This is an optimization exercise on Yosys and OpenROAD, whose aim is small area, a short achievable clock period and few clock cycles per item, not a production implementation. At most, simulation tests tie the RTL to the original design; equivalence was not proved. No functional check of the RTL was part of run 4. No activity file was given, so power comes from the tool's default toggle rates.

**flow/flow/run.sh**
```bash
#!/bin/bash
set -euo pipefail
cp standard.sh standard_sh.txt
export BUFFER_PORTS_ARGS="-buffer_cell sky130_fd_sc_hd__buf_1"
ARGS="IO_CONSTRAINTS=$PWD/flow/io.tcl"
bash standard.sh $ARGS synth > synth.log 2>&1
R=$PWD/orfs/results/$FLOW_PLATFORM/header_parser/base
cp $R/1_2_yosys.v standard_synth.v
python3 flow/rmux.py cut standard_synth.v cut.v ov > rmux_cut.log 2>&1
LIB=$FLOW_HOME/platforms/$FLOW_PLATFORM/lib/sky130_fd_sc_hd__tt_025C_1v80.lib \
IN=$PWD/cut.v OUT=$PWD/remapped.v TOP=$FLOW_TOP ABC_SCRIPT=$PWD/flow/remap.abc \
  yosys -c flow/remap.tcl > remap.log 2>&1
python3 flow/rmux.py add remapped.v final_synth.v ov > rmux_add.log 2>&1
cp final_synth.v $R/1_2_yosys.v
rm -f $R/1_synth.odb $R/1_synth.sdc
bash standard.sh $ARGS > standard.log 2>&1
```
**flow/flow/io.tcl**
```tcl
# Keep the configuration port, the timestamp and the clock and reset on one
# edge, so the registers they feed cluster there, and keep the read port together.
set_io_pin_constraint -region left:* -pin_names {cfg_raddr[0] cfg_raddr[1] cfg_raddr[2] cfg_raddr[3] cfg_rdata[0] cfg_rdata[1] cfg_rdata[2] cfg_rdata[3] cfg_rdata[4] cfg_rdata[5] cfg_rdata[6] cfg_rdata[7] cfg_rdata[8] cfg_rdata[9] cfg_rdata[10] cfg_rdata[11] cfg_rdata[12] cfg_rdata[13] cfg_rdata[14] cfg_rdata[15] cfg_rdata[16] cfg_rdata[17] cfg_rdata[18] cfg_rdata[19] cfg_rdata[20] cfg_rdata[21] cfg_rdata[22] cfg_rdata[23] cfg_rdata[24] cfg_rdata[25] cfg_rdata[26] cfg_rdata[27] cfg_rdata[28] cfg_rdata[29] cfg_rdata[30] cfg_rdata[31] cfg_we cfg_waddr[0] cfg_waddr[1] cfg_waddr[2] cfg_waddr[3] cfg_wdata[0] cfg_wdata[1] cfg_wdata[2] cfg_wdata[3] cfg_wdata[4] cfg_wdata[5] cfg_wdata[6] cfg_wdata[7] cfg_wdata[8] cfg_wdata[9] cfg_wdata[10] cfg_wdata[11] cfg_wdata[12] cfg_wdata[13] cfg_wdata[14] cfg_wdata[15] cfg_wdata[16] cfg_wdata[17] cfg_wdata[18] cfg_wdata[19] cfg_wdata[20] cfg_wdata[21] cfg_wdata[22] cfg_wdata[23] cfg_wdata[24] cfg_wdata[25] cfg_wdata[26] cfg_wdata[27] cfg_wdata[28] cfg_wdata[29] cfg_wdata[30] cfg_wdata[31] timestamp_valid timestamp[0] timestamp[1] timestamp[2] timestamp[3] timestamp[4] timestamp[5] timestamp[6] timestamp[7] timestamp[8] timestamp[9] timestamp[10] timestamp[11] timestamp[12] timestamp[13] timestamp[14] timestamp[15] timestamp[16] timestamp[17] timestamp[18] timestamp[19] timestamp[20] timestamp[21] timestamp[22] timestamp[23] timestamp[24] timestamp[25] timestamp[26] timestamp[27] timestamp[28] timestamp[29] timestamp[30] timestamp[31] clk rst_n}
set_io_pin_constraint -group -pin_names {cfg_raddr[0] cfg_raddr[1] cfg_raddr[2] cfg_raddr[3] cfg_rdata[0] cfg_rdata[1] cfg_rdata[2] cfg_rdata[3] cfg_rdata[4] cfg_rdata[5] cfg_rdata[6] cfg_rdata[7] cfg_rdata[8] cfg_rdata[9] cfg_rdata[10] cfg_rdata[11] cfg_rdata[12] cfg_rdata[13] cfg_rdata[14] cfg_rdata[15] cfg_rdata[16] cfg_rdata[17] cfg_rdata[18] cfg_rdata[19] cfg_rdata[20] cfg_rdata[21] cfg_rdata[22] cfg_rdata[23] cfg_rdata[24] cfg_rdata[25] cfg_rdata[26] cfg_rdata[27] cfg_rdata[28] cfg_rdata[29] cfg_rdata[30] cfg_rdata[31]}
```
**flow/flow/remap.abc**
```
strash
dch
map -a
```
**flow/flow/remap.tcl**
```tcl
# Re-map the combinational logic of the standard synthesis netlist with ABC
# (delay-targeted map, then sizing). Flip-flops are kept as they are: the
# flip-flop cells are read as black boxes, so their instances, names and
# types do not change. Run by yosys -c with LIB, IN and OUT in the environment.
yosys read_liberty -ignore_miss_func $::env(LIB)
yosys read_verilog $::env(IN)
yosys hierarchy -top $::env(TOP)
yosys blackbox sky130_fd_sc_hd__df* sky130_fd_sc_hd__edf* sky130_fd_sc_hd__sdf* sky130_fd_sc_hd__dl*
yosys flatten
# keep every flip-flop, also one whose output the cut logic no longer reads
yosys setattr -set keep 1 t:sky130_fd_sc_hd__df* t:sky130_fd_sc_hd__edf* t:sky130_fd_sc_hd__sdf*
yosys rename -hide w:_*_.*
yosys opt_clean
yosys cd $::env(TOP)
yosys abc -liberty $::env(LIB) -dont_use sky130_fd_sc_hd__probe_p_8 -dont_use sky130_fd_sc_hd__probec_p_8 -dont_use sky130_fd_sc_hd__lpflow_bleeder_1 -dont_use sky130_fd_sc_hd__lpflow_clkbufkapwr_1 -dont_use sky130_fd_sc_hd__lpflow_clkbufkapwr_16 -dont_use sky130_fd_sc_hd__lpflow_clkbufkapwr_2 -dont_use sky130_fd_sc_hd__lpflow_clkbufkapwr_4 -dont_use sky130_fd_sc_hd__lpflow_clkbufkapwr_8 -dont_use sky130_fd_sc_hd__lpflow_clkinvkapwr_1 -dont_use sky130_fd_sc_hd__lpflow_clkinvkapwr_16 -dont_use sky130_fd_sc_hd__lpflow_clkinvkapwr_2 -dont_use sky130_fd_sc_hd__lpflow_clkinvkapwr_4 -dont_use sky130_fd_sc_hd__lpflow_clkinvkapwr_8 -dont_use sky130_fd_sc_hd__lpflow_decapkapwr_12 -dont_use sky130_fd_sc_hd__lpflow_decapkapwr_3 -dont_use sky130_fd_sc_hd__lpflow_decapkapwr_4 -dont_use sky130_fd_sc_hd__lpflow_decapkapwr_6 -dont_use sky130_fd_sc_hd__lpflow_decapkapwr_8 -dont_use sky130_fd_sc_hd__lpflow_inputiso0n_1 -dont_use sky130_fd_sc_hd__lpflow_inputiso0p_1 -dont_use sky130_fd_sc_hd__lpflow_inputiso1n_1 -dont_use sky130_fd_sc_hd__lpflow_inputiso1p_1 -dont_use sky130_fd_sc_hd__lpflow_inputisolatch_1 -dont_use sky130_fd_sc_hd__lpflow_isobufsrc_1 -dont_use sky130_fd_sc_hd__lpflow_isobufsrc_16 -dont_use sky130_fd_sc_hd__lpflow_isobufsrc_2 -dont_use sky130_fd_sc_hd__lpflow_isobufsrc_4 -dont_use sky130_fd_sc_hd__lpflow_isobufsrc_8 -dont_use sky130_fd_sc_hd__lpflow_isobufsrckapwr_16 -dont_use sky130_fd_sc_hd__lpflow_lsbuf_lh_hl_isowell_tap_1 -dont_use sky130_fd_sc_hd__lpflow_lsbuf_lh_hl_isowell_tap_2 -dont_use sky130_fd_sc_hd__lpflow_lsbuf_lh_hl_isowell_tap_4 -dont_use sky130_fd_sc_hd__lpflow_lsbuf_lh_isowell_4 -dont_use sky130_fd_sc_hd__lpflow_lsbuf_lh_isowell_tap_1 -dont_use sky130_fd_sc_hd__lpflow_lsbuf_lh_isowell_tap_2 -dont_use sky130_fd_sc_hd__lpflow_lsbuf_lh_isowell_tap_4  -script $::env(ABC_SCRIPT)
yosys opt_clean -purge
yosys stat -liberty $::env(LIB)
yosys cd
yosys select $::env(TOP)
yosys write_verilog -noattr -selected $::env(OUT)
```
**flow/flow/rmux.py**
```python
#!/usr/bin/env python3
"""Replace the configuration read mux of a gate netlist by a hand-built one.

cut IN OUT [ov] : the cells that drive cfg_rdata now drive rmx_old instead, so the
             next synthesis step drops them as unused logic.
           With ov, the cell that drives out_valid is cut the same way, and a
           black-box placeholder drives out_valid until the add step.
add IN OUT [ov] [dup] : adds the read mux (and with ov the out_valid logic, the beat-1
             check), built from sky130 cells, driving cfg_rdata:
             a one-hot decode of cfg_raddr (predecoded address bit pairs, then
             one and2 per register),
             then per bit AND-OR-INVERT gates (a22oi, sizable) of (select, register
             bit) pairs and a final NAND. Register bits are found as the Q nets of the
             flip-flops my_filter_core.my_configuration.<reg>[i].
"""
import re, sys

P = 'sky130_fd_sc_hd__'
DB = 0xDEADBEEF
# (address, register, width)
REGS = [(0, 'mac_lo', 32), (1, 'mac_hi', 16), (2, 'ethertype', 16), (3, 'ip_protocol', 8),
        (4, 'ip_base', 32), (5, 'ip_mask', 32), (6, 'udp_dst_port', 16)]


def cut(src, ov):
    head, sep, body = src.partition('  wire [31:0] cfg_rdata;\n')
    assert sep, 'cfg_rdata declaration not found'
    n = body.count('(cfg_rdata[')
    assert n == 32, f'expected 32 cfg_rdata drivers, found {n}'
    body = body.replace('(cfg_rdata[', '(rmx_old[')
    # out_valid: its driver now drives ovx_old; a black-box placeholder drives
    # out_valid (other logic may read it) until the add step replaces it
    if not ov:
        return head + sep + '  wire [31:0] rmx_old;\n' + body
    body, n = re.subn(r'\.([XY])\(out_valid\)', r'.\1(ovx_old)', body)
    assert n == 1, f'expected one out_valid driver, found {n}'
    body, sep2, tail = body.rpartition('endmodule')
    body += '  RMX_HOLD rmx_hold (.Y(out_valid));\n'
    tail += '\n(* blackbox *)\nmodule RMX_HOLD(Y);\n  output Y;\nendmodule\n'
    return head + sep + '  wire [31:0] rmx_old;\n  wire ovx_old;\n' + body + sep2 + tail


def add(src, ov, dup):
    q = {}
    for m in re.finditer(r'\n\s*' + P + r'\w*df\w+\s+\\my_filter_core\.my_configuration\.(\w+)\[(\d+)\]\S*\s*\((.*?)\);', src, re.S):
        qm = re.search(r'\.Q\(\s*(.*?)\s*\)', m.group(3), re.S)
        q[(m.group(1), int(m.group(2)))] = qm.group(1)
    for _, r, w in REGS:
        for i in range(w):
            assert (r, i) in q, f'no flip-flop for {r}[{i}]'
    cells, wires = [], []
    def net(n):
        wires.append(n)
        return n
    def cell(typ, pins):
        name = f'rmx_c{len(cells)}'
        conns = ', '.join(f'.{p}({n} )' if n.startswith('\\') else f'.{p}({n})' for p, n in pins)
        cells.append(f'  {P}{typ} {name} ({conns});\n')
    a = [f'cfg_raddr[{i}]' for i in range(4)]
    # one-hot decode, a3 must be 0 for addresses 0..6; with dup, one decoder
    # per byte of cfg_rdata, so each select drives at most 8 gates
    def decoder(g, ads):
        sel = {}
        def s_(k, typ, pins):
            sel[k] = net(f'rmx_g{g}_sel{k}')
            cell(typ, pins + [('X' if typ.startswith('and') else 'Y', sel[k])])
        for k in sorted(ads):
            # and2 of the predecoded address bits 1:0 and 3:2 (bit 3 must be 0)
            s_(k, 'and2_4', [('A', pre01[k & 3]), ('B', pre23[k >> 2])])
        # high when the address reads the default value (7..15), and its inverse
        sel['d'] = net(f'rmx_g{g}_seld')
        cell('a31o_2', [('A1', a[2]), ('A2', a[1]), ('A3', a[0]), ('B1', a[3]), ('X', sel['d'])])
        sel['nd'] = net(f'rmx_g{g}_nseld')
        cell('a31oi_2', [('A1', a[2]), ('A2', a[1]), ('A3', a[0]), ('B1', a[3]), ('Y', sel['nd'])])
        return sel
    # predecode: pre01[j] is high when cfg_raddr[1:0] == j, pre23[j] when
    # cfg_raddr[3:2] == j (j = 0, 1)
    pre01 = [net(f'rmx_pa{j}') for j in range(4)]
    cell('nor2_2', [('A', a[1]), ('B', a[0]), ('Y', pre01[0])])
    cell('nor2b_2', [('A', a[1]), ('B_N', a[0]), ('Y', pre01[1])])
    cell('nor2b_2', [('A', a[0]), ('B_N', a[1]), ('Y', pre01[2])])
    cell('and2_2', [('A', a[1]), ('B', a[0]), ('X', pre01[3])])
    pre23 = [net(f'rmx_pb{j}') for j in range(2)]
    cell('nor2_2', [('A', a[3]), ('B', a[2]), ('Y', pre23[0])])
    cell('nor2b_2', [('A', a[3]), ('B_N', a[2]), ('Y', pre23[1])])
    if dup:
        sels = [decoder(g, {ad for ad, r, w in REGS if 8 * g < w}) for g in range(4)]
    else:
        sels = [decoder(0, {ad for ad, r, w in REGS})] * 4
    for i in range(32):
        sel = sels[i // 8]
        seld, nseld = sel['d'], sel['nd']
        pairs = [(sel[ad], q[(r, i)]) for ad, r, w in REGS if i < w]
        db = (DB >> i) & 1
        parts = []
        # active-low partial sums: a22oi for two (select, bit) pairs; a left-over
        # pair takes the default term in an a21oi, or a nand2 without it
        while len(pairs) >= 2:
            (s0, q0), (s1, q1) = pairs[:2]
            pairs = pairs[2:]
            o = net(f'rmx_p{i}_{len(parts)}')
            cell('a22oi_1', [('A1', s0), ('A2', q0), ('B1', s1), ('B2', q1), ('Y', o)])
            parts.append(o)
        if pairs:
            (s0, q0), = pairs
            o = net(f'rmx_p{i}_{len(parts)}')
            if db:
                cell('a21oi_1', [('A1', s0), ('A2', q0), ('B1', seld), ('Y', o)])
                db = 0
            else:
                cell('nand2_1', [('A', s0), ('B', q0), ('Y', o)])
            parts.append(o)
        if db:
            parts.append(nseld)
        out = f'cfg_rdata[{i}]'
        if len(parts) == 1:
            cell('inv_1', [('A', parts[0]), ('Y', out)])
        else:
            typ = {2: 'nand2_1', 3: 'nand3_1', 4: 'nand4_1'}[len(parts)]
            cell(typ, [(p, n) for p, n in zip('ABCD', parts)] + [('Y', out)])
    # out_valid = in_valid & (pass [| sd & ov_q] | b1 [& b0ok] & !in_last & beat1_ok), with beat1_ok
    # the beat-1 check: ip bytes 32,33 ({d[15:8], d[7:0]} & ip_mask[31:16] ==
    # ip_base[31:16]) and the UDP port (d[47:32] == udp_dst_port); d[k] is
    # in_data[255-k]. Mismatch bits, then a NOR/NAND tree.
    def ffq(name):
        m = re.search(r'\n\s*' + P + r'\w*df\w+\s+\\' + re.escape(name) + r'\$\S*\s*\((.*?)\);', src, re.S)
        assert m, f'no flip-flop {name}'
        return re.search(r'\.Q\(\s*(.*?)\s*\)', m.group(1), re.S).group(1)
    if not ov:
        body, sep, tail = src.rpartition('endmodule')
        decl = ''.join(f'  wire {w};\n' for w in wires)
        return body + decl + ''.join(cells) + sep + tail
    qpass, qb1 = ffq('pass'), ffq('b1')
    mm = []
    for i in range(16):
        d = f'in_data[{255 - i}]'
        # mismatch = (d & mask) ^ base = xnor(nand(d, mask), base)
        x = net(f'ovx_x{i}'); cell('nand2_1', [('A', d), ('B', q[('ip_mask', 16 + i)]), ('Y', x)])
        m = net(f'ovx_m{i}'); cell('xnor2_1', [('A', x), ('B', q[('ip_base', 16 + i)]), ('Y', m)])
        mm.append(m)
    for i in range(16):
        d = f'in_data[{255 - 32 - i}]'
        m = net(f'ovx_m{16 + i}'); cell('xor2_1', [('A', d), ('B', q[('udp_dst_port', i)]), ('X', m)])
        mm.append(m)
    lvl, pol = mm, 1          # pol 1: signals are high on a mismatch
    n = 0
    while len(lvl) > 2:
        nxt = []
        for j in range(0, len(lvl), 2):
            o = net(f'ovx_t{n}'); n += 1
            cell('nor2_1' if pol else 'nand2_1', [('A', lvl[j]), ('B', lvl[j + 1]), ('Y', o)])
            nxt.append(o)
        lvl, pol = nxt, 1 - pol
    assert pol == 1 and len(lvl) == 2
    # out_valid = ivu | in_valid & b1ok & !in_last & !bad_a & !bad_b, where
    # ivu = in_valid & (pass [| sd & ov_q]) and b1ok = b1 [& b0ok]; built as
    # o31ai(w, bad_a, bad_b, !ivu) with w = !(b1ok & !in_last & in_valid)
    b1ok = qb1
    if re.search(r'\n\s*' + P + r'\w*df\w+\s+\\b0ok\$', src):
        b1ok = net('ovx_b1ok'); cell('and2_1', [('A', qb1), ('B', ffq('b0ok')), ('X', b1ok)])
    u = qpass
    if re.search(r'\n\s*' + P + r'\w*df\w+\s+\\sd\$', src):
        # after beat 1, ov_q (beat 1 was sent) stands for pass until the next beat
        u = net('ovx_u'); cell('a21o_1', [('A1', ffq('sd')), ('A2', ffq('ov_q')), ('B1', qpass), ('X', u)])
    nlast = net('ovx_nlast'); cell('inv_1', [('A', 'in_last'), ('Y', nlast)])
    w = net('ovx_w'); cell('nand3_1', [('A', b1ok), ('B', nlast), ('C', 'in_valid'), ('Y', w)])
    nivu = net('ovx_nivu'); cell('nand2_1', [('A', 'in_valid'), ('B', u), ('Y', nivu)])
    cell('o31ai_2', [('A1', w), ('A2', lvl[0]), ('A3', lvl[1]), ('B1', nivu), ('Y', 'out_valid')])
    src, nh = re.subn(r'\n\s*RMX_HOLD\s+\\?rmx_hold\s*\(.*?\);', '', src, flags=re.S)
    assert nh == 1, 'placeholder not found'
    body, sep, tail = src.rpartition('endmodule')
    assert sep
    decl = ''.join(f'  wire {w};\n' for w in wires)
    return body + decl + ''.join(cells) + sep + tail


if __name__ == '__main__':
    mode, fin, fout = sys.argv[1:4]
    ov = 'ov' in sys.argv[4:]      # also rebuild out_valid (no-stall design)
    dup = 'dup' in sys.argv[4:]    # one read-select decoder per byte
    src = open(fin).read()
    open(fout, 'w').write(cut(src, ov) if mode == 'cut' else add(src, ov, dup))
```
**flow/standard.sh**
```bash
#!/bin/bash
# synth_recipe.tcl (not shown) runs the flow's synth.tcl, then flattens the netlist and writes it again
# the make line also repeats each setting of config.mk as NAME=value (left out here)
make -C /OpenROAD-flow-scripts/flow DESIGN_CONFIG=/design/flow/config.mk WORK_HOME=/design/flow/orfs CLKGATE_MAP_FILE= SYNTH_SCRIPT=/design/flow/synth_recipe.tcl "${@:-finish}"
```
**flow/config.mk**
```make
export PLATFORM = sky130hd
export DESIGN_NAME = header_parser
export DESIGN_NICKNAME = header_parser
export VERILOG_FILES = /design/flow/design.v
export SDC_FILE = /design/flow/constraint.sdc
export NUM_CORES = 4
export LEC_CHECK = 0
export CAP_MARGIN = 20
export CORE_MARGIN = 2
export CORE_UTILIZATION = 25
export PLACE_DENSITY = 0.5
export SETUP_SLACK_MARGIN = 1.7
export SLEW_MARGIN = 20
export TNS_END_PERCENT = 5
```
**flow/constraint.sdc**
```tcl
create_clock -name core_clock -period 5.0 [get_ports {clk}]
set_input_delay 1.0000 -clock core_clock [delete_from_list [all_inputs] [get_ports {clk}]]
set_output_delay 1.0000 -clock core_clock [all_outputs]
set_load 0.01 [all_outputs]
```
**flow/design.v**
```verilog
module cycle_counter (
    input  logic        clk,
    input  logic        load,
    output logic [31:0] cycle_count
);
    always_ff @(posedge clk) begin
        if (load) cycle_count <= 32'd1;
        else      cycle_count <= cycle_count + 32'd1;
    end
endmodule
module filter_config (
    input  logic        clk,         
    input  logic        rst_n,       
    input  logic        cfg_we,      
    input  logic [3:0]  cfg_waddr,   
    input  logic [31:0] cfg_wdata,   
    input  logic [3:0]  cfg_raddr,   
    output logic [31:0] cfg_rdata,   
    output logic [47:0] local_mac,       
    output logic [15:0] ethertype,       
    output logic [7:0]  ip_protocol,     
    output logic [31:0] ip_base,         
    output logic [31:0] ip_mask,         
    output logic [15:0] udp_dst_port     
);
    logic [31:0] mac_lo;     
    logic [15:0] mac_hi;     
    always_ff @(posedge clk or negedge rst_n) begin
        if (!rst_n) begin
            mac_lo         <= 32'hDEADBEEF;   
            mac_hi         <= 16'hCAFE;       
            ethertype      <= 16'h0800;       
            ip_protocol    <= 8'h11;          
            ip_base        <= 32'h0A000100;   
            ip_mask        <= 32'hFFFFFFFC;   
            udp_dst_port   <= 16'd25565;      
        end else if (cfg_we) begin
            case (cfg_waddr)
                4'h0: mac_lo         <= cfg_wdata;            
                4'h1: mac_hi         <= cfg_wdata[15:0];      
                4'h2: ethertype      <= cfg_wdata[15:0];      
                4'h3: ip_protocol    <= cfg_wdata[7:0];       
                4'h4: ip_base        <= cfg_wdata;            
                4'h5: ip_mask        <= cfg_wdata;            
                4'h6: udp_dst_port   <= cfg_wdata[15:0];      
                default: ;                                    
            endcase
        end
    end
    logic [31:0] r01, r23, r45, r67, r03, r47;
    assign r01 = cfg_raddr[0] ? {16'h0, mac_hi} : mac_lo;
    assign r23 = cfg_raddr[0] ? {24'h0, ip_protocol} : {16'h0, ethertype};
    assign r45 = cfg_raddr[0] ? ip_mask : ip_base;
    assign r67 = cfg_raddr[0] ? 32'hDEADBEEF : {16'h0, udp_dst_port};
    assign r03 = cfg_raddr[1] ? r23 : r01;
    assign r47 = cfg_raddr[1] ? r67 : r45;
    assign cfg_rdata = cfg_raddr[3] ? 32'hDEADBEEF : (cfg_raddr[2] ? r47 : r03);
    assign local_mac = {mac_hi, mac_lo};
endmodule
module filter_core(
    input  logic         clk,
    input  logic         rst_n,
    input  logic [255:0] data,
    input  logic         cfg_we,
    input  logic [3:0]   cfg_waddr,
    input  logic [31:0]  cfg_wdata,
    input  logic [3:0]   cfg_raddr,
    output logic [31:0]  cfg_rdata,
    output logic         beat0_ok,
    output logic         beat1_ok
);
    logic [47:0] cfg_local_mac;
    logic [15:0] cfg_ethertype;
    logic [7:0]  cfg_ip_protocol;
    logic [31:0] cfg_ip_base;
    logic [31:0] cfg_ip_mask;
    logic [15:0] cfg_dest_port;
    filter_config my_configuration (
        .clk,
        .rst_n,
        .cfg_we,
        .cfg_waddr,
        .cfg_wdata,
        .cfg_raddr,
        .cfg_rdata,
        .local_mac(cfg_local_mac),
        .ethertype(cfg_ethertype),
        .ip_protocol(cfg_ip_protocol),
        .ip_base(cfg_ip_base),
        .ip_mask(cfg_ip_mask),
        .udp_dst_port(cfg_dest_port)
    );
    assign beat0_ok = (data[47:0]    == cfg_local_mac) &&                     
                      (data[111:96]  == cfg_ethertype) &&                     
                      (data[119:112] == 8'h54) &&                             
                      (data[191:184] == cfg_ip_protocol) &&                   
                      ((data[255:240] & cfg_ip_mask[15:0]) == cfg_ip_base[15:0]);  
    assign beat1_ok = ((data[15:0] & cfg_ip_mask[31:16]) == cfg_ip_base[31:16]) &&  
                      (data[47:32] == cfg_dest_port);                              
endmodule
module header_parser (
    input  logic         clk,
    input  logic         rst_n,
    input  logic  [0:255]  in_data,
    input  logic  [31:0]   in_keep,
    input  logic           in_valid,
    input  logic           in_last,
    output logic  [0:255]  out_data,
    output logic  [0:31]   out_keep,
    output logic           out_valid,
    output logic           out_last,
    output logic           timestamp_valid,
    output logic  [31:0]   timestamp,
    input  logic           out_ready,
    output logic           in_ready,
    input  logic           cfg_we,
    input  logic  [3:0]    cfg_waddr,
    input  logic  [31:0]   cfg_wdata,
    input  logic  [3:0]    cfg_raddr,
    output logic  [31:0]   cfg_rdata
);
    localparam [31:0] HEADER_KEEP = 32'h0000_03FF;    
    logic idle, b1, sd, pass, drop;
    logic b0ok;    
    logic ov_q;    
    logic [255:0] d;
    assign d = in_data;
    logic beat0_ok, beat1_ok;
    filter_core my_filter_core (
        .clk,
        .rst_n,
        .data(d),
        .cfg_we,
        .cfg_waddr,
        .cfg_wdata,
        .cfg_raddr,
        .cfg_rdata,
        .beat0_ok,
        .beat1_ok
    );
    logic in_accept;
    assign in_accept = in_valid && in_ready;
    assign in_ready  = idle || drop || out_ready || (b1 && !b0ok) || (sd && !ov_q);
    assign out_valid = in_valid && (pass || (sd && ov_q) || (b1 && b0ok && beat1_ok && !in_last));
    assign out_data  = in_data;
    assign out_keep  = b1 ? (in_keep & ~HEADER_KEEP) : in_keep;
    assign out_last  = in_last;
    logic acc_last, acc_more;
    assign acc_last = in_accept && in_last;
    assign acc_more = in_accept && !in_last;
    always_ff @(posedge clk or negedge rst_n) begin
        if (!rst_n) begin
            idle            <= 1'b1;
            b1              <= 1'b0;
            sd              <= 1'b0;
            pass            <= 1'b0;
            drop            <= 1'b0;
            timestamp_valid <= 1'b0;
        end else begin
            idle            <= (idle && !in_accept) || acc_last;
            b1              <= (idle && acc_more) || (b1 && !in_accept);
            sd              <= (b1 && acc_more) || (sd && !in_accept);
            pass            <= (sd && acc_more && ov_q) || (pass && !acc_last);
            drop            <= (sd && acc_more && !ov_q) || (drop && !acc_last);
            timestamp_valid <= acc_last && (pass || (sd && ov_q));
        end
    end
    always_ff @(posedge clk) begin
        if (idle)
            b0ok <= beat0_ok;
        if (b1)
            ov_q <= out_valid;
    end
    cycle_counter timestamper (
        .clk,
        .load(in_valid && idle),    
        .cycle_count(timestamp)
    );
endmodule
```
==> summary.txt, run 1 <==
Floorplanning
  – Starting Density: 0.255
  – I/O pin count: 690
  – Die ar.: 40100 um^2
  – # rows: 71
  – DIE WIDTH: 200 um
  – Die Y: 200 um
  – Core area: 37800 um^2

STA
  – Setup-failing EPs final: 0
  – Hold violation count in the final report: 0
  – Worst hold slack: around 0.43 ns
  – Fin crit share: 0.672
  – Post-Route Setup TNS: 0 ns
  – Measured slew at the worst slew-check pin: about 0.9 ns
  – Worst slew margin: 0.382
  – RSZ-0062 raised after global routing: true
  – Fmax: 298 MHz
  – Slew Viols, Final: 0
  – Worst Skew: 0.0109 ns
  – Tmin final: 3.36 ns

Outcome
  – Outcome: no timing/DRC/antenna violations

Critical path
  – Type of destination of the critical path: primary output
  – Data required, critical path: approximately 4.0 ns
  – Reg2Reg Capture Point: timestamper.cycle_count[31]$_SDFF_PP0_
  – Worst Reg-to-Reg Cells: 19
  – Worst Path Arrival: around 2.4 ns
  – Crit path max-delay family: simple AND/OR/NAND/NOR gates
  – Critical-path cell list: buf_2, nor2b_2, and2_4, a22oi_1, nand4_1, buf_1
  – Kind of critical path: in -> out
  – RR Startpoint: timestamper.cycle_count[0]$_SDFF_PP1_
  – R2R setup slack: 2.45 ns
  – Buf/Inv on CP: 2
  – CP Launch Type: input port
  – Worst stage delay on the critical path: 0.33 ns
  – Slowest CP cell: and2_4
  – Worst Path Max Fanout: 16

Power and ir drop
  – Pwr dens: 391 nW/um^2
  – P_leak: 4.64 nW
  – IR drop worst, VDD: 219 uV

Clock network
  – CTS Buf Count: 17
  – Clk sinks: 192
  – Root Buffer: clkbuf_16
  – Postcts setup bufs: 0
  – CTS tree: yes
  – H-tree depth: 4
  – CTS Hold Bufs: 0
  – Clock Pin Slew Worst Setup and Hold Paths: 0.07 ns
  – Skew-Pair Late Insertion Delay: 0.44 ns
  – Clk buf depth: 2

Synth
  – Mapped cell area: approximately 9600 um^2
  – Post-Synthesis Net Count: 1489
  – Syn Inst Count: 1155
  – Yosys warns: 3
  – Syn_area_per_cell: 8.33 um^2

Layout
  – # diodes: 0
  – Area delta synth->final: 28.2%
  – Fraction of layout cells with a size suffix above 1: 0.134
  – Fin nets: about 1900

Global routing
  – Initial antenna violation count: 3
  – Vias in the first global route: 9694
  – First-pass GRT wire length: 79.5 mm
  – Total Routing Usage GR: 0.285
  – Maximum number of pins on one net before global-route repair: 65
  – Total global routing overflow: 0

Drt
  – Drt initial violations: 1245
  – Vias post-DR: 10800
  – Antenna Violating Nets Remaining: 0
  – DRC viols: 0
  – Drt first pass iters: 9
  – Avg WL per Cell: 29.0 um
  – Via-to-Cell Ratio: 5.28
  – Drt total wl: 59.2 mm

Placement
  – Detailed placement HPWL: 47.3 mm
  – Routability congestion estimate from global placement: around 1
  – IO buf count: 325

Flow run
  – Max_cap viols: 0

Min path
  – Hold worst-path end: timestamper.cycle_count[0]$_SDFF_PP1_
  – Worst Hold Launch: timestamper.cycle_count[0]$_SDFF_PP1_
  – Hold crit path type: reg -> reg
  – Hold Path Depth: 1
## metrics by stage
stage	util	std cells	area (um^2)	total power, W	setup slack [ns]
CTS	0.324	2037	12200	0.00479	1.70
global placement	0.307	2000	11600	0.00340	1.52
global route	0.327	2040	12300	0.00504	1.66
finish	0.327	2040	12300	0.00482	1.64
detailed placement	0.307	2000	11600	0.00340	1.50
floorplan	-	1155	9620	0.00279	1.59
## placed cells by master (no fill, tap or decap), drive strengths merged, types with 32 or more instances in the layout
master / instances
buf: 319
nand2: 212
nor2: 141
o21ai: 136
clkinv: 126
dfstp: 82
a21oi: 77
a22oi: 77
dfrtp: 76
xnor2: 40
clkbuf: 37
dfxtp: 32
## worst register-to-register path: stages, from the launching register on
cell and delay [ns]:
dfxtp_1 0.37, nand2_1 0.07, clkinv_1 0.06, nand2_1 0.05, clkinv_1 0.06, nand2_1 0.05
clkinv_1 0.07, nand2_1 0.05, clkinv_1 0.08, nand2_1 0.10, nor4_1 0.32, clkinv_1 0.16
nor2_1 0.19, nand3_1 0.25, clkinv_1 0.14, nand3_1 0.08, clkinv_1 0.09, nand2_1 0.07
xor2_1 0.12, nor2_1 0.05
## report_power, final
part | switching, W | leakage (nW) | internal, W | total, W
logic | 0.000669 | 2.24 | 0.000404 | 0.00107
registers | 0.000409 | 2.10 | 0.00196 | 0.00237
clock network | 0.000648 | 0.293 | 0.000729 | 0.00138
## timing repair
| item | in CTS | in global routing |
|---|---|---|
| gates cloned | 5 | 3 |
| endpoints found under the hold margin | 0 | 0 |
| pin swaps | 6 | 14 |
| gates resized for setup | 26 | 26 |
| setup endpoints to repair | 27 | 28 |
## area by class of cell
class	count	area [um^2]
clock buffer	22	507
timing repair buffer	334	1330
tap	511	639
sequential	192	4760
clock inverter	10	70.1
fill	4076	25400
inverter	122	458
multi-input combinational	849	4570
## how the worst max path moves through the flow
stage | endpoint | slack, ns | cells past startpoint | from
finish | cfg_rdata[1] | 1.64 | 6 | cfg_raddr[1]
global route | cfg_rdata[10] | 1.66 | 6 | cfg_raddr[1]
CTS | cfg_rdata[2] | 1.70 | 6 | cfg_raddr[0]
detailed placement | out_valid | 1.50 | 9 | in_data[253]
global placement | out_valid | 1.52 | 9 | in_data[246]
floorplan | my_filter_core.my_configuration.ip_mask[1]$_DFFE_PN0P_ | 1.59 | 5 | cfg_we
## sequential cells by signal, summed over array words and instances, names as in the netlist, 8 cells and up, named ones only
| name | count |
|---|---|
| my_filter_core.my_configuration.ethertype | 16 |
| my_filter_core.my_configuration.ip_base | 32 |
| my_filter_core.my_configuration.ip_mask | 32 |
| my_filter_core.my_configuration.ip_protocol | 8 |
| my_filter_core.my_configuration.mac_hi | 16 |
| my_filter_core.my_configuration.mac_lo | 32 |
| my_filter_core.my_configuration.udp_dst_port | 16 |
| timestamper.cycle_count | 32 |
## per-layer routing
layer | part of all wire | up-vias | routed length (um) | GRT usage
met4 | 0.052 | 16 | 3110 | 0.128
met3 | 0.16 | 157 | 9470 | 0.156
met1 | 0.41 | 4938 | 24400 | 0.380
li1 | - | 4695 | - | -
met2 | 0.37 | 962 | 21700 | 0.362
met5 | 0.0083 | - | 490 | 0.0810
Testbench counts, summed over its fixed seeds: cycles 26,111, packets 2,400.
==> run 2, diff against run 1 <==
--- a/flow/config.mk
+++ b/flow/config.mk
@@ -11,4 +11,3 @@
 export PLACE_DENSITY = 0.5
 export SETUP_SLACK_MARGIN = 1.7
 export SLEW_MARGIN = 20
-export TNS_END_PERCENT = 5
==> summary.txt, run 2 <==
Outcome
  – Outcome: no timing/DRC/antenna violations (unchanged)

Clock network
  – CTS tree: yes (unchanged)
  – CTS Buf Count: 17 (unchanged)
  – H-tree depth: 4 (unchanged)
  – Postcts setup bufs: 0 (unchanged)
  – Root Buffer: clkbuf_16 (unchanged)
  – Clock Pin Slew Worst Setup and Hold Paths: 0.07 ns (about the same)
  – Clk sinks: 192 (unchanged)
  – Skew-Pair Late Insertion Delay: 0.44 ns (about the same)
  – Clk buf depth: 2 (unchanged)
  – CTS Hold Bufs: 0 (unchanged)

Synth
  – Yosys warns: 3 (unchanged)
  – Mapped cell area: 9620 um^2 (unchanged)
  – Syn Inst Count: 1155 (unchanged)
  – Post-Synthesis Net Count: 1489 (unchanged)
  – Syn_area_per_cell: 8.33 um^2 (unchanged)

Drt
  – Avg WL per Cell: 29.1 um (was 29.0 um)
  – DRC viols: 0 (unchanged)
  – Drt initial violations: 1217 (was 1245)
  – Antenna Violating Nets Remaining: 0 (unchanged)
  – Drt first pass iters: 6 (was 9)
  – Vias post-DR: 10800 (about the same)
  – Via-to-Cell Ratio: 5.30 (was 5.28)
  – Drt total wl: 59.4 mm (was 59.2 mm)

Power and ir drop
  – P_leak: 4.65 nW (was 4.64 nW)
  – IR drop worst, VDD: 219 uV (about the same)
  – Pwr dens: 390 nW/um^2 (was 391 nW/um^2)

Global routing
  – Total global routing overflow: 0 (unchanged)
  – GRT busiest layer: met1 (unchanged)
  – First-pass GRT wire length: 79.6 mm (was 79.5 mm)
  – Maximum number of pins on one net before global-route repair: 65 (unchanged)
  – Vias in the first global route: 9693 (was 9694)
  – Met1 Usage GRT: 0.380 (about the same)
  – Met2 usage: 0.362 (about the same)
  – Grt met3 use: 0.156 (about the same)
  – Total Routing Usage GR: 0.285 (about the same)
  – Initial antenna violation count: 3 (unchanged)

Placement
  – Cell Area, Placed: 11600 um^2 (unchanged)
  – Routability congestion estimate from global placement: 0.976 (unchanged)
  – IO buf count: 325 (unchanged)
  – Detailed placement HPWL: 47.3 mm (unchanged)

Layout
  – Commonest non-fill, non-tap cells in the layout: 297 x buf_1, 206 x nand2_1, 136 x o21ai_0 (was 298 x buf_1, 206 x nand2_1, 136 x o21ai_0)
  – Most common cell after layout, fill and taps aside: buf_1 (unchanged)
  – Fraction of layout cells with a size suffix above 1: 0.135 (was 0.134)
  – Area delta synth->final: 28.4% (was 28.2%)
  – Fin nets: 1851 (was 1850)
  – Cell area after layout: 12400 um^2 (was 12300 um^2)
  – # diodes: 0 (unchanged)

STA
  – Slew Viols, Final: 0 (unchanged)
  – Fmax: 303 MHz (was 298 MHz)
  – Worst Skew: 0.0101 ns (was 0.0109 ns)
  – Hold violation count in the final report: 0 (unchanged)
  – Fin crit share: 0.659 (was 0.672)
  – Worst slew margin: 0.380 (was 0.382)
  – RSZ-0062 raised after global routing: true (unchanged)
  – Setup-failing EPs final: 0 (unchanged)
  – Measured slew at the worst slew-check pin: 0.930 ns (was 0.927 ns)
  – Tmin final: 3.30 ns (was 3.36 ns)
  – Post-Route Setup TNS: 0 ns (unchanged)

Floorplanning
  – Starting Density: 0.255 (unchanged)
  – Core area: 37800 um^2 (unchanged)
  – Die ar.: 40100 um^2 (unchanged)
  – # rows: 71 (unchanged)
  – DIE WIDTH: 200 um (unchanged)
  – I/O pin count: 690 (unchanged)
  – Die Y: 200 um (unchanged)

Critical path
  – Worst Path Max Fanout: 16 (unchanged)
  – Worst Path Arrival: 2.30 ns (was 2.36 ns)
  – Data required, critical path: 4.00 ns (about the same)
  – CP Launch Type: input port (unchanged)
  – Most used cell, CP: nand2_1
  – Worst stage delay on the critical path: 0.32 ns (was 0.33 ns)
  – Slowest CP cell: and2_4 (unchanged)
  – Kind of critical path: in -> out (unchanged)
  – Type of destination of the critical path: primary output (unchanged)
  – Critical-path cell list: clkbuf_2, nor2b_4, and2_4, nand2_1, nand2_1, buf_1 (was buf_2, nor2b_2, and2_4, a22oi_1, nand4_1, buf_1)

Flow run
  – Max_cap viols: 0 (unchanged)

Min path
  – Hold crit path type: reg -> reg (unchanged)
run 2: stage by stage:
| step | std cells | total power, W | utilization | hold WS [ns] | worst slack [ns] |
|---|---|---|---|---|---|
| floorplan | 1155 | 0.00279 | - | 0.431 | 1.59 |
| global placement | 2000 | 0.00340 | 0.307 | 0.400 | 1.52 |
| detailed placement | 2000 | 0.00340 | 0.307 | 0.412 | 1.50 |
| CTS | 2037 | 0.00479 | 0.324 | 0.430 | 1.70 |
| global route | 2041 | 0.00504 | 0.327 | 0.465 | 1.66 |
| finish | 2041 | 0.00482 | 0.327 | 0.427 | 1.70 |
run 2: final cells by class:
class                   count  area [um^2]
flip-flops and latches    192         4760
repair buffers            334         1330
multi-input cells         850         4590
fillers                  4074        25400
clock inverters            10         70.1
inverters                 122          458
clock buffers              22          507
well taps                 511          639
run 2: final timing paths:
kind | from | cells past startpoint | end | slack, ns
worst max-delay path | cfg_raddr[0] | 6 | cfg_rdata[20] | 1.70
worst min-delay path | timestamper.cycle_count[0]$_SDFF_PP1_ | 1 | timestamper.cycle_count[0]$_SDFF_PP1_ | 0.43
worst max register to register | timestamper.cycle_count[0]$_SDFF_PP1_ | 19 | timestamper.cycle_count[31]$_SDFF_PP0_ | 2.44
worst min register to register | timestamper.cycle_count[0]$_SDFF_PP1_ | 1 | timestamper.cycle_count[0]$_SDFF_PP1_ | 0.43
max in group asynchronous | rst_n | 2 | my_filter_core.my_configuration.mac_lo[26]$_DFFE_PN1P_ | 3.17
min in group asynchronous | rst_n | 1 | my_filter_core.my_configuration.ip_protocol[7]$_DFFE_PN0P_ | 0.72
run 2: metal layers:
layer  wire (um)  vias up
met5         490        -
met4        2960       16
met3        9880      138
met2       22000      959
met1       24100     5003
li1            -     4696
run 2: repair_timing:
item / 4_1_cts / 5_1_grt
resized for setup: 26 / 31
gates cloned: 5 / 4
pin swaps: 6 / 15
setup endpoints to repair: 27 / 28
run 2: where the power goes:
group	total [W]	switching [W]	internal [W]
combinational	0.00108	0.000671	0.000405
sequential	0.00237	0.000410	0.00196
clock	0.00138	0.000649	0.000729
total	0.00482	0.00173	0.00309
run 2: critical path, delay by kind of cell:
kind | cells | cell delay, ns
buffers and inverters | 2 | 0.39
and+or+nand+nor | 4 | 0.89
==> run 3, diff against run 2 <==
--- a/flow/config.mk
+++ b/flow/config.mk
@@ -8,6 +8,7 @@
 export CAP_MARGIN = 20
 export CORE_MARGIN = 2
 export CORE_UTILIZATION = 25
+export CTS_BUF_LIST = sky130_fd_sc_hd__clkbuf_8 sky130_fd_sc_hd__clkbuf_16
 export PLACE_DENSITY = 0.5
 export SETUP_SLACK_MARGIN = 1.7
 export SLEW_MARGIN = 20
==> summary.txt, run 3 <==
Outcome
  – Outcome: no timing/DRC/antenna violations (unchanged)

Layout
  – Area delta synth->final: 28.4% (unchanged)
  – # diodes: 0 (unchanged)
  – Final cell count without fillers: 2041 (unchanged)
  – Cell area after layout: 12400 um^2 (unchanged)
  – Commonest non-fill, non-tap cells in the layout: 297 x buf_1, 206 x nand2_1, 136 x o21ai_0 (unchanged)
  – Fraction of layout cells with a size suffix above 1: 0.135 (unchanged)
  – Most common cell after layout, fill and taps aside: buf_1 (unchanged)
  – Fin nets: 1851 (unchanged)

Critical path
  – Type of destination of the critical path: primary output (unchanged)
  – Worst stage delay on the critical path: 0.32 ns (about the same)
  – Most used cell, CP: nand2_1 (unchanged)
  – Crit path max-delay family: simple AND/OR/NAND/NOR gates (unchanged)
  – Crit path launch: cfg_raddr[0] (unchanged)
  – Critical-path cell list: clkbuf_2, nor2b_4, and2_4, nand2_1, nand2_1, buf_1 (unchanged)
  – Worst Path Max Fanout: 16 (unchanged)
  – Data required, critical path: 4.00 ns (about the same)
  – Buf/Inv on CP: 2 (unchanged)
  – R2R setup slack: 2.44 ns (about the same)
  – CP Launch Type: input port (unchanged)
  – Slowest CP cell: and2_4 (unchanged)
  – Worst Path Arrival: 2.30 ns (about the same)
  – Kind of critical path: in -> out (unchanged)
  – RR Startpoint: timestamper.cycle_count[0]$_SDFF_PP1_ (unchanged)

STA
  – Setup-failing EPs final: 0 (unchanged)
  – RSZ-0062 raised after global routing: true (unchanged)
  – Fmax: 303 MHz (about the same)
  – Worst hold slack: 0.427 ns (about the same)
  – Hold violation count in the final report: 0 (unchanged)
  – Post-Route Setup TNS: 0 ns (unchanged)
  – Worst slew margin: 0.380 (about the same)
  – Slew Viols, Final: 0 (unchanged)
  – Tmin final: 3.30 ns (about the same)
  – Fin crit share: 0.659 (about the same)
  – Measured slew at the worst slew-check pin: 0.930 ns (about the same)
  – Setup WS post-layout: 1.70 ns (about the same)
  – Worst Skew: 0.00985 ns (was 0.0101 ns)

Floorplanning
  – Die Y: 200 um (unchanged)
  – DIE WIDTH: 200 um (unchanged)
  – Core area: 37800 um^2 (unchanged)
  – Die ar.: 40100 um^2 (unchanged)
  – Starting Density: 0.255 (unchanged)
  – # rows: 71 (unchanged)
  – I/O pin count: 690 (unchanged)

Drt
  – Metal3 WL: 9.85 mm (was 9.88 mm)
  – Via-to-Cell Ratio: 5.30 (about the same)
  – Drt total wl: 59.4 mm (about the same)
  – Antenna Violating Nets Remaining: 0 (unchanged)
  – Vias post-DR: 10800 (about the same)
  – DRC viols: 0 (unchanged)
  – Avg WL per Cell: 29.1 um (about the same)
  – Drt initial violations: 1217 (unchanged)
  – Drt first pass iters: 6 (unchanged)
  – Met1 Wirelength: 24.1 mm (about the same)
  – Routed length on met2: 22.0 mm (about the same)
  – Top sig layer: met5 (unchanged)

Global routing
  – First-pass GRT wire length: 79.6 mm (unchanged)
  – Vias in the first global route: 9693 (unchanged)
  – Total global routing overflow: 0 (unchanged)
  – Total Routing Usage GR: 0.285 (unchanged)
  – Maximum number of pins on one net before global-route repair: 65 (unchanged)
  – Initial antenna violation count: 3 (unchanged)

Clock network
  – Clock Pin Slew Worst Setup and Hold Paths: 0.07 ns (about the same)
  – CTS tree: yes (unchanged)
  – Postcts setup bufs: 0 (unchanged)
  – CTS Buf Count: 17 (unchanged)
  – Clk buf depth: 2 (unchanged)
  – H-tree depth: 4 (unchanged)
  – Clk sinks: 192 (unchanged)
  – Skew-Pair Late Insertion Delay: 0.44 ns (about the same)
  – Root Buffer: clkbuf_16 (unchanged)

Flow run
  – Max_cap viols: 0 (unchanged)

Min path
  – Worst Hold Launch: timestamper.cycle_count[0]$_SDFF_PP1_ (unchanged)
  – Hold crit path type: reg -> reg (unchanged)

Power and ir drop
  – IR drop worst, VDD: 220 uV (was 219 uV)
  – Pwr dens: 390 nW/um^2 (about the same)
  – P_leak: 4.65 nW (about the same)

Placement
  – IO buf count: 325 (unchanged)
  – Routability congestion estimate from global placement: 0.976 (unchanged)
  – Placed insts: 2000 (unchanged)
  – DP Worst Slack: 1.50 ns (unchanged)
  – Cell Area, Placed: 11600 um^2 (unchanged)
  – Detailed placement HPWL: 47.3 mm (unchanged)

Synth
  – Syn Inst Count: 1155 (unchanged)
  – Post-Synthesis Net Count: 1489 (unchanged)
  – Yosys warns: 3 (unchanged)
  – Mapped cell area: 9620 um^2 (unchanged)
  – Syn_area_per_cell: 8.33 um^2 (unchanged)
-- run 3: stage by stage --
step           power (W)   util
3_5_place_dp     0.00340  0.307
6_report         0.00482  0.327
4_1_cts          0.00479  0.324
3_3_place_gp     0.00340  0.307
2_1_floorplan    0.00279      -
5_1_grt          0.00504  0.327
-- run 3: routing by layer --
layer	up-vias	GRT usage
li1	4696	-
met1	4997	0.380
met2	961	0.362
met3	139	0.156
met4	16	0.128
met5	-	0.0810
-- run 3: cell type report --
class	instances	area, um^2
well taps	511	639
multi-input cells	850	4590
inverters	122	458
repair buffers	334	1330
flip-flops and latches	192	4760
clock buffers	21	503
fillers	4074	25400
clock inverters	11	73.8
-- run 3: timing repair --
action                                  4_1_cts  5_1_grt
hold buffers                                  0        0
endpoints found under the setup margin       27       28
resized for setup                            26       31
cloned                                        5        4
pin swaps                                     6       15
-- run 3: power breakdown --
part	leakage (nW)	total (W)	switching, W	internal [W]
clock	0.298	0.00138	0.000649	0.000727
combinational	2.26	0.00108	0.000671	0.000405
sequential	2.10	0.00237	0.000410	0.00196
-- run 3: worst paths after layout --
kind | to | depth (start not counted)
setup reg to reg | timestamper.cycle_count[31]$_SDFF_PP0_ | 19
hold reg to reg | timestamper.cycle_count[0]$_SDFF_PP1_ | 1
hold / removal | timestamper.cycle_count[0]$_SDFF_PP1_ | 1
min in group asynchronous | my_filter_core.my_configuration.ip_protocol[7]$_DFFE_PN0P_ | 1
max in group asynchronous | my_filter_core.my_configuration.mac_lo[26]$_DFFE_PN1P_ | 2
setup / recovery | cfg_rdata[20] | 6
==> run 4, diff against run 3 <==
--- a/flow/design.v
+++ b/flow/design.v
@@ -47,14 +47,18 @@
             endcase
         end
     end
-    logic [31:0] r01, r23, r45, r67, r03, r47;
-    assign r01 = cfg_raddr[0] ? {16'h0, mac_hi} : mac_lo;
-    assign r23 = cfg_raddr[0] ? {24'h0, ip_protocol} : {16'h0, ethertype};
-    assign r45 = cfg_raddr[0] ? ip_mask : ip_base;
-    assign r67 = cfg_raddr[0] ? 32'hDEADBEEF : {16'h0, udp_dst_port};
-    assign r03 = cfg_raddr[1] ? r23 : r01;
-    assign r47 = cfg_raddr[1] ? r67 : r45;
-    assign cfg_rdata = cfg_raddr[3] ? 32'hDEADBEEF : (cfg_raddr[2] ? r47 : r03);
+    always_comb begin
+        case (cfg_raddr)
+            4'h0: cfg_rdata = mac_lo;                         
+            4'h1: cfg_rdata = {16'h0, mac_hi};               
+            4'h2: cfg_rdata = {16'h0, ethertype};            
+            4'h3: cfg_rdata = {24'h0, ip_protocol};          
+            4'h4: cfg_rdata = ip_base;                       
+            4'h5: cfg_rdata = ip_mask;                       
+            4'h6: cfg_rdata = {16'h0, udp_dst_port};         
+            default: cfg_rdata = 32'hDEADBEEF;               
+        endcase
+    end
     assign local_mac = {mac_hi, mac_lo};
 endmodule
 module filter_core(
@@ -120,9 +124,17 @@
     output logic  [31:0]   cfg_rdata
 );
     localparam [31:0] HEADER_KEEP = 32'h0000_03FF;    
-    logic idle, b1, sd, pass, drop;
+    typedef enum logic [2:0] {
+        IDLE,     
+        HDR1,     
+        HDR1_OK,  
+        HDR1_NG,  
+        STREAM,   
+        DROP      
+    } parse_state;
+    parse_state state, state_next;
+    logic free, pass, b1, h1;
     logic b0ok;    
-    logic ov_q;    
     logic [255:0] d;
     assign d = in_data;
     logic beat0_ok, beat1_ok;
@@ -140,40 +152,49 @@
     );
     logic in_accept;
     assign in_accept = in_valid && in_ready;
-    assign in_ready  = idle || drop || out_ready || (b1 && !b0ok) || (sd && !ov_q);
-    assign out_valid = in_valid && (pass || (sd && ov_q) || (b1 && b0ok && beat1_ok && !in_last));
+    assign in_ready  = free || (pass && out_ready) || (h1 && !b0ok);
+    assign out_valid = in_valid && pass;
     assign out_data  = in_data;
     assign out_keep  = b1 ? (in_keep & ~HEADER_KEEP) : in_keep;
     assign out_last  = in_last;
-    logic acc_last, acc_more;
-    assign acc_last = in_accept && in_last;
-    assign acc_more = in_accept && !in_last;
+    always_comb begin
+        state_next = state;
+        case (state)
+            IDLE:    if (in_accept) state_next = in_last ? IDLE : HDR1;
+            HDR1:    if (!b0ok) begin
+                         if (in_accept) state_next = in_last ? IDLE : DROP;
+                     end else if (in_valid) begin
+                         state_next = (beat1_ok && !in_last) ? HDR1_OK : HDR1_NG;
+                     end
+            HDR1_OK: if (in_accept) state_next = STREAM;    
+            HDR1_NG: if (in_accept) state_next = in_last ? IDLE : DROP;
+            default: if (in_accept && in_last) state_next = IDLE;
+        endcase
+    end
     always_ff @(posedge clk or negedge rst_n) begin
         if (!rst_n) begin
-            idle            <= 1'b1;
+            state           <= IDLE;
+            free            <= 1'b1;
+            pass            <= 1'b0;
             b1              <= 1'b0;
-            sd              <= 1'b0;
-            pass            <= 1'b0;
-            drop            <= 1'b0;
+            h1              <= 1'b0;
             timestamp_valid <= 1'b0;
         end else begin
-            idle            <= (idle && !in_accept) || acc_last;
-            b1              <= (idle && acc_more) || (b1 && !in_accept);
-            sd              <= (b1 && acc_more) || (sd && !in_accept);
-            pass            <= (sd && acc_more && ov_q) || (pass && !acc_last);
-            drop            <= (sd && acc_more && !ov_q) || (drop && !acc_last);
-            timestamp_valid <= acc_last && (pass || (sd && ov_q));
+            state           <= state_next;
+            free            <= (state_next == IDLE) || (state_next == HDR1_NG) || (state_next == DROP);
+            pass            <= (state_next == HDR1_OK) || (state_next == STREAM);
+            b1              <= (state_next == HDR1_OK);
+            h1              <= (state_next == HDR1);
+            timestamp_valid <= in_accept && in_last && (state == STREAM);
         end
     end
     always_ff @(posedge clk) begin
-        if (idle)
+        if (state == IDLE)
             b0ok <= beat0_ok;
-        if (b1)
-            ov_q <= out_valid;
     end
     cycle_counter timestamper (
         .clk,
-        .load(in_valid && idle),    
+        .load(in_accept && state == IDLE),
         .cycle_count(timestamp)
     );
 endmodule
==> flow/flow/run.sh (replaced) <==
#!/bin/bash
set -euo pipefail
cp standard.sh standard_sh.txt
export BUFFER_PORTS_ARGS="-buffer_cell sky130_fd_sc_hd__buf_1"
ARGS="IO_CONSTRAINTS=$PWD/flow/io.tcl"
bash standard.sh $ARGS synth > synth.log 2>&1
R=$PWD/orfs/results/$FLOW_PLATFORM/header_parser/base
cp $R/1_2_yosys.v standard_synth.v
python3 flow/rmux.py cut standard_synth.v cut.v > rmux_cut.log 2>&1
LIB=$FLOW_HOME/platforms/$FLOW_PLATFORM/lib/sky130_fd_sc_hd__tt_025C_1v80.lib \
IN=$PWD/cut.v OUT=$PWD/remapped.v TOP=$FLOW_TOP ABC_SCRIPT=$PWD/flow/remap.abc \
  yosys -c flow/remap.tcl > remap.log 2>&1
python3 flow/rmux.py add remapped.v final_synth.v > rmux_add.log 2>&1
cp final_synth.v $R/1_2_yosys.v
rm -f $R/1_synth.odb $R/1_synth.sdc
bash standard.sh $ARGS > standard.log 2>&1
--- a/flow/flow/remap.tcl
+++ b/flow/flow/remap.tcl
@@ -7,8 +7,6 @@
 yosys hierarchy -top $::env(TOP)
 yosys blackbox sky130_fd_sc_hd__df* sky130_fd_sc_hd__edf* sky130_fd_sc_hd__sdf* sky130_fd_sc_hd__dl*
 yosys flatten
-# keep every flip-flop, also one whose output the cut logic no longer reads
-yosys setattr -set keep 1 t:sky130_fd_sc_hd__df* t:sky130_fd_sc_hd__edf* t:sky130_fd_sc_hd__sdf*
 yosys rename -hide w:_*_.*
 yosys opt_clean
 yosys cd $::env(TOP)
--- a/flow/flow/rmux.py
+++ b/flow/flow/rmux.py
@@ -7,8 +7,7 @@
            black-box placeholder drives out_valid until the add step.
 add IN OUT [ov] [dup] : adds the read mux (and with ov the out_valid logic, the beat-1
              check), built from sky130 cells, driving cfg_rdata:
-             a one-hot decode of cfg_raddr (predecoded address bit pairs, then
-             one and2 per register),
+             a one-hot decode of cfg_raddr (one 4-input gate per register),
              then per bit AND-OR-INVERT gates (a22oi, sizable) of (select, register
              bit) pairs and a final NAND. Register bits are found as the Q nets of the
              flip-flops my_filter_core.my_configuration.<reg>[i].
@@ -64,25 +63,19 @@
         def s_(k, typ, pins):
             sel[k] = net(f'rmx_g{g}_sel{k}')
             cell(typ, pins + [('X' if typ.startswith('and') else 'Y', sel[k])])
-        for k in sorted(ads):
-            # and2 of the predecoded address bits 1:0 and 3:2 (bit 3 must be 0)
-            s_(k, 'and2_4', [('A', pre01[k & 3]), ('B', pre23[k >> 2])])
+        if 0 in ads: s_(0, 'nor4_2', [('A', a[0]), ('B', a[1]), ('C', a[2]), ('D', a[3])])
+        if 1 in ads: s_(1, 'nor4b_2', [('A', a[1]), ('B', a[2]), ('C', a[3]), ('D_N', a[0])])
+        if 2 in ads: s_(2, 'nor4b_2', [('A', a[0]), ('B', a[2]), ('C', a[3]), ('D_N', a[1])])
+        if 3 in ads: s_(3, 'and4bb_2', [('A_N', a[3]), ('B_N', a[2]), ('C', a[1]), ('D', a[0])])
+        if 4 in ads: s_(4, 'nor4b_2', [('A', a[0]), ('B', a[1]), ('C', a[3]), ('D_N', a[2])])
+        if 5 in ads: s_(5, 'and4bb_2', [('A_N', a[3]), ('B_N', a[1]), ('C', a[2]), ('D', a[0])])
+        if 6 in ads: s_(6, 'and4bb_2', [('A_N', a[3]), ('B_N', a[0]), ('C', a[2]), ('D', a[1])])
         # high when the address reads the default value (7..15), and its inverse
         sel['d'] = net(f'rmx_g{g}_seld')
         cell('a31o_2', [('A1', a[2]), ('A2', a[1]), ('A3', a[0]), ('B1', a[3]), ('X', sel['d'])])
         sel['nd'] = net(f'rmx_g{g}_nseld')
         cell('a31oi_2', [('A1', a[2]), ('A2', a[1]), ('A3', a[0]), ('B1', a[3]), ('Y', sel['nd'])])
         return sel
-    # predecode: pre01[j] is high when cfg_raddr[1:0] == j, pre23[j] when
-    # cfg_raddr[3:2] == j (j = 0, 1)
-    pre01 = [net(f'rmx_pa{j}') for j in range(4)]
-    cell('nor2_2', [('A', a[1]), ('B', a[0]), ('Y', pre01[0])])
-    cell('nor2b_2', [('A', a[1]), ('B_N', a[0]), ('Y', pre01[1])])
-    cell('nor2b_2', [('A', a[0]), ('B_N', a[1]), ('Y', pre01[2])])
-    cell('and2_2', [('A', a[1]), ('B', a[0]), ('X', pre01[3])])
-    pre23 = [net(f'rmx_pb{j}') for j in range(2)]
-    cell('nor2_2', [('A', a[3]), ('B', a[2]), ('Y', pre23[0])])
-    cell('nor2b_2', [('A', a[3]), ('B_N', a[2]), ('Y', pre23[1])])
     if dup:
         sels = [decoder(g, {ad for ad, r, w in REGS if 8 * g < w}) for g in range(4)]
     else:
@@ -118,7 +111,7 @@
         else:
             typ = {2: 'nand2_1', 3: 'nand3_1', 4: 'nand4_1'}[len(parts)]
             cell(typ, [(p, n) for p, n in zip('ABCD', parts)] + [('Y', out)])
-    # out_valid = in_valid & (pass [| sd & ov_q] | b1 [& b0ok] & !in_last & beat1_ok), with beat1_ok
+    # out_valid = in_valid & (pass | b1 [& b0ok] & !in_last & beat1_ok), with beat1_ok
     # the beat-1 check: ip bytes 32,33 ({d[15:8], d[7:0]} & ip_mask[31:16] ==
     # ip_base[31:16]) and the UDP port (d[47:32] == udp_dst_port); d[k] is
     # in_data[255-k]. Mismatch bits, then a NOR/NAND tree.
@@ -152,20 +145,15 @@
             nxt.append(o)
         lvl, pol = nxt, 1 - pol
     assert pol == 1 and len(lvl) == 2
-    # out_valid = ivu | in_valid & b1ok & !in_last & !bad_a & !bad_b, where
-    # ivu = in_valid & (pass [| sd & ov_q]) and b1ok = b1 [& b0ok]; built as
-    # o31ai(w, bad_a, bad_b, !ivu) with w = !(b1ok & !in_last & in_valid)
-    b1ok = qb1
+    # low when the input beat is beat 1 and beat 0 passed (b0ok, if the
+    # design keeps beat 0's verdict in its own flip-flop)
+    b1n = net('ovx_b1n')
     if re.search(r'\n\s*' + P + r'\w*df\w+\s+\\b0ok\$', src):
-        b1ok = net('ovx_b1ok'); cell('and2_1', [('A', qb1), ('B', ffq('b0ok')), ('X', b1ok)])
-    u = qpass
-    if re.search(r'\n\s*' + P + r'\w*df\w+\s+\\sd\$', src):
-        # after beat 1, ov_q (beat 1 was sent) stands for pass until the next beat
-        u = net('ovx_u'); cell('a21o_1', [('A1', ffq('sd')), ('A2', ffq('ov_q')), ('B1', qpass), ('X', u)])
-    nlast = net('ovx_nlast'); cell('inv_1', [('A', 'in_last'), ('Y', nlast)])
-    w = net('ovx_w'); cell('nand3_1', [('A', b1ok), ('B', nlast), ('C', 'in_valid'), ('Y', w)])
-    nivu = net('ovx_nivu'); cell('nand2_1', [('A', 'in_valid'), ('B', u), ('Y', nivu)])
-    cell('o31ai_2', [('A1', w), ('A2', lvl[0]), ('A3', lvl[1]), ('B1', nivu), ('Y', 'out_valid')])
+        cell('nand2_1', [('A', qb1), ('B', ffq('b0ok')), ('Y', b1n)])
+    else:
+        cell('inv_1', [('A', qb1), ('Y', b1n)])
+    t = net('ovx_t'); cell('nor4_2', [('A', b1n), ('B', 'in_last'), ('C', lvl[0]), ('D', lvl[1]), ('Y', t)])
+    cell('o21a_2', [('A1', qpass), ('A2', t), ('B1', 'in_valid'), ('X', 'out_valid')])
     src, nh = re.subn(r'\n\s*RMX_HOLD\s+\\?rmx_hold\s*\(.*?\);', '', src, flags=re.S)
     assert nh == 1, 'placeholder not found'
     body, sep, tail = src.rpartition('endmodule')
--- a/flow/config.mk
+++ b/flow/config.mk
@@ -8,7 +8,6 @@
 export CAP_MARGIN = 20
 export CORE_MARGIN = 2
 export CORE_UTILIZATION = 25
-export CTS_BUF_LIST = sky130_fd_sc_hd__clkbuf_8 sky130_fd_sc_hd__clkbuf_16
 export PLACE_DENSITY = 0.5
-export SETUP_SLACK_MARGIN = 1.7
+export SETUP_SLACK_MARGIN = 2.0
 export SLEW_MARGIN = 20
==> summary.txt, run 4 <==
Floorplanning
  – Starting Density: 0.255 (about the same)
  – # rows: 71 (unchanged)
  – Core area: 37800 um^2 (unchanged)
  – Die Y: 200 um (about the same)
  – Die ar.: 40000 um^2 (was 40100 um^2)
  – DIE WIDTH: 200 um (about the same)
  – I/O pin count: 690 (unchanged)

Critical path
  – Worst stage delay on the critical path: 0.33 ns (was 0.32 ns)
  – Crit path launch: cfg_raddr[2] (was cfg_raddr[0])
  – CP Launch Type: input port (unchanged)
  – RR Startpoint: my_filter_core.my_configuration.ip_mask[13]$_DFFE_PN1P_ (was timestamper.cycle_count[0]$_SDFF_PP1_)
  – Critical-path cell list: buf_12, nor4_4, buf_4, buf_6, buf_8, a22oi_1, nand2_1, buf_2 (was clkbuf_2, nor2b_4, and2_4, nand2_1, nand2_1, buf_1)
  – Reg2Reg Capture Point: b0ok$_DFFE_PP_ (was timestamper.cycle_count[31]$_SDFF_PP0_)
  – Worst Path Max Fanout: 8 (was 16)
  – Kind of critical path: in -> out (unchanged)
  – Slowest CP cell: nor4_4 (was and2_4)
  – Data required, critical path: 4.00 ns (about the same)
  – Buf/Inv on CP: 5 (was 2)
  – Worst Reg-to-Reg Cells: 6 (was 19)
  – Type of destination of the critical path: primary output (unchanged)
  – Crit path max-delay family: buffers and inverters (was simple AND/OR/NAND/NOR gates)
  – WP depth: 8 (was 6)
  – Worst Path Arrival: 2.25 ns (was 2.30 ns)
  – R2R setup slack: 2.30 ns (was 2.44 ns)
  – Crit path to: cfg_rdata[18] (was cfg_rdata[20])

Power and ir drop
  – Pwr dens: 399 nW/um^2 (was 390 nW/um^2)
  – Switching Fraction: 0.375 (was 0.359)
  – P_leak: 4.80 nW (was 4.65 nW)
  – IR drop worst, VDD: 221 uV (was 220 uV)
  – Clock group share of total power: 0.267 (was 0.285)
  – Reg power frac: 0.489 (was 0.491)
  – Combinational Power Share: 0.244 (was 0.223)
  – Pint: 0.00321 W (was 0.00309 W)
  – Switching power: 0.00193 W (was 0.00173 W)

Synth
  – Syn_area_per_cell: 8.48 um^2 (was 8.33 um^2)
  – Syn Inst Count: 1134 (was 1155)
  – Post-Synthesis Net Count: 1468 (was 1489)
  – Mapped cell area: 9610 um^2 (was 9620 um^2)
  – Yosys warns: 3 (unchanged)

Clock network
  – Skew-Pair Late Insertion Delay: 0.44 ns (about the same)
  – CTS tree: yes (unchanged)
  – Clk sinks: 193 (was 192)
  – Clock Pin Slew Worst Setup and Hold Paths: 0.08 ns (was 0.07 ns)
  – Clk buf depth: 2 (unchanged)
  – H-tree depth: 4 (unchanged)
  – Root Buffer: clkbuf_16 (unchanged)
  – CTS Buf Count: 17 (unchanged)

Flow run
  – Max_cap viols: 0 (unchanged)

STA
  – Fmax: 308 MHz (was 303 MHz)
  – Worst slew margin: 0.293 (was 0.380)
  – Worst hold slack: 0.438 ns (was 0.427 ns)
  – Tmin final: 3.25 ns (was 3.30 ns)
  – Post-Route Setup TNS: 0 ns (unchanged)
  – Measured slew at the worst slew-check pin: 1.06 ns (was 0.930 ns)
  – Worst Skew: 0.0110 ns (was 0.00985 ns)
  – Hold violation count in the final report: 0 (unchanged)
  – RSZ-0062 raised after global routing: true (unchanged)
  – Fin crit share: 0.650 (was 0.659)
  – Slew Viols, Final: 0 (unchanged)
  – Setup-failing EPs final: 0 (unchanged)

Drt
  – Drt total wl: 60.9 mm (was 59.4 mm)
  – Drt first pass iters: 6 (unchanged)
  – Drt initial violations: 1236 (was 1217)
  – Avg WL per Cell: 29.9 um (was 29.1 um)
  – Antenna Violating Nets Remaining: 0 (unchanged)
  – Vias post-DR: 10900 (was 10800)
  – DRC viols: 0 (unchanged)
  – Via-to-Cell Ratio: 5.35 (was 5.30)

Global routing
  – Total global routing overflow: 0 (unchanged)
  – Maximum number of pins on one net before global-route repair: 161 (was 65)
  – First-pass GRT wire length: 80.9 mm (was 79.6 mm)
  – Vias in the first global route: 9697 (was 9693)
  – Initial antenna violation count: 7 (was 3)
  – Total Routing Usage GR: 0.300 (was 0.285)

Outcome
  – Outcome: no timing/DRC/antenna violations (unchanged)

Min path
  – Hold crit path type: reg -> reg (unchanged)

Layout
  – Fin nets: 1846 (was 1851)
  – Fraction of layout cells with a size suffix above 1: 0.166 (was 0.135)
  – Most common cell after layout, fill and taps aside: buf_1 (unchanged)
  – # diodes: 0 (unchanged)
  – Commonest non-fill, non-tap cells in the layout: 288 x buf_1, 205 x nand2_1, 129 x o21ai_0 (was 297 x buf_1, 206 x nand2_1, 136 x o21ai_0)
  – Area delta synth->final: 34.2% (was 28.4%)

Placement
  – Detailed placement HPWL: 48.1 mm (was 47.3 mm)
  – Routability congestion estimate from global placement: 1.01 (was 0.976)
  – IO buf count: 325 (unchanged)
## run 4: power groups by stage
stage | combinational, W | clock [W] | sequential, W
global route | 0.00140 | 0.00145 | 0.00254
CTS | 0.00124 | 0.00138 | 0.00248
finish | 0.00126 | 0.00137 | 0.00251
global placement | 0.00117 | 0 | 0.00252
floorplan | 0.000715 | 0 | 0.00226
detailed placement | 0.00120 | 0 | 0.00250
## run 4: how the worst min path moves through the flow
stage	startpoint	to	slack, ns	cells after the start
after floorplan	timestamper.cycle_count[0]$_SDFF_PP1_	timestamper.cycle_count[0]$_SDFF_PP1_	0.44	1
after global placement	timestamper.cycle_count[0]$_SDFF_PP1_	timestamper.cycle_count[0]$_SDFF_PP1_	0.41	1
after detailed placement	timestamper.cycle_count[0]$_SDFF_PP1_	timestamper.cycle_count[0]$_SDFF_PP1_	0.41	1
after CTS	timestamper.cycle_count[0]$_SDFF_PP1_	timestamper.cycle_count[0]$_SDFF_PP1_	0.43	1
after global routing	timestamper.cycle_count[0]$_SDFF_PP1_	timestamper.cycle_count[0]$_SDFF_PP1_	0.45	1
final	timestamper.cycle_count[0]$_SDFF_PP1_	timestamper.cycle_count[0]$_SDFF_PP1_	0.44	1
## run 4: repair_timing
action	CTS	global route
gates resized for setup	100	17
buffers inserted	7	5
cloned	8	1
endpoints found under the setup margin	33	35
pin swaps	23	14
hold buffers	0	0
## run 4: layout make-up
class	instances	area [um^2]
Inverter	111	417
Clock inverter	10	97.6
Clock buffer	22	465
Timing Repair Buffer	358	1840
Tap cell	511	639
Multi-Input combinational cell	831	4660
Sequential cell	193	4780
Fill cell	3954	24900
## run 4: per-stage QoR
| stage | setup slack [ns] | std cells | total power (W) | utilization | instance area [um^2] |
|---|---|---|---|---|---|
| finish | 1.75 | 2036 | 0.00514 | 0.342 | 12900 |
| global route | 1.72 | 2036 | 0.00538 | 0.342 | 12900 |
| CTS | 1.80 | 2030 | 0.00510 | 0.338 | 12700 |
| detailed placement | 1.24 | 1983 | 0.00369 | 0.308 | 11600 |
| global placement | 1.25 | 1983 | 0.00369 | 0.308 | 11600 |
| floorplan | 1.70 | 1134 | 0.00297 | - | 9640 |
## run 4: routing by layer
layer,GRT usage,vias up,wire length (um)
met5,0.0247,-,162
met4,0.157,12,3570
met3,0.154,155,9990
met2,0.389,988,23300
met1,0.398,5030,23900
li1,-,4707,-

[port drivers added, routing unchanged]
The results above use ideal ports. As a check the final layouts listed here were re-extracted and re-timed, cells and wires unchanged.
Step 1, drivers: a clkbuf_16 drives clk and a buf_2 each remaining input, both assumed.
Step 2 times the ports against the registers' clock, not the clock port: input delays grow and output delays shrink by t, the midpoint of the rising clock arrivals with the driver on.
Three values: no drivers, after step 1, after step 2; two values: the first two.
run	shift t [ns]	slack for setup (ns)
run 1	0.489	1.642 / 1.617 / 1.617
run 2	0.489	1.705 / 1.676 / 1.676
run 3	0.490	1.704 / 1.676 / 1.676
run 4	0.492	1.751 / 1.682 / 1.667
After both steps every run listed still meets setup and hold.
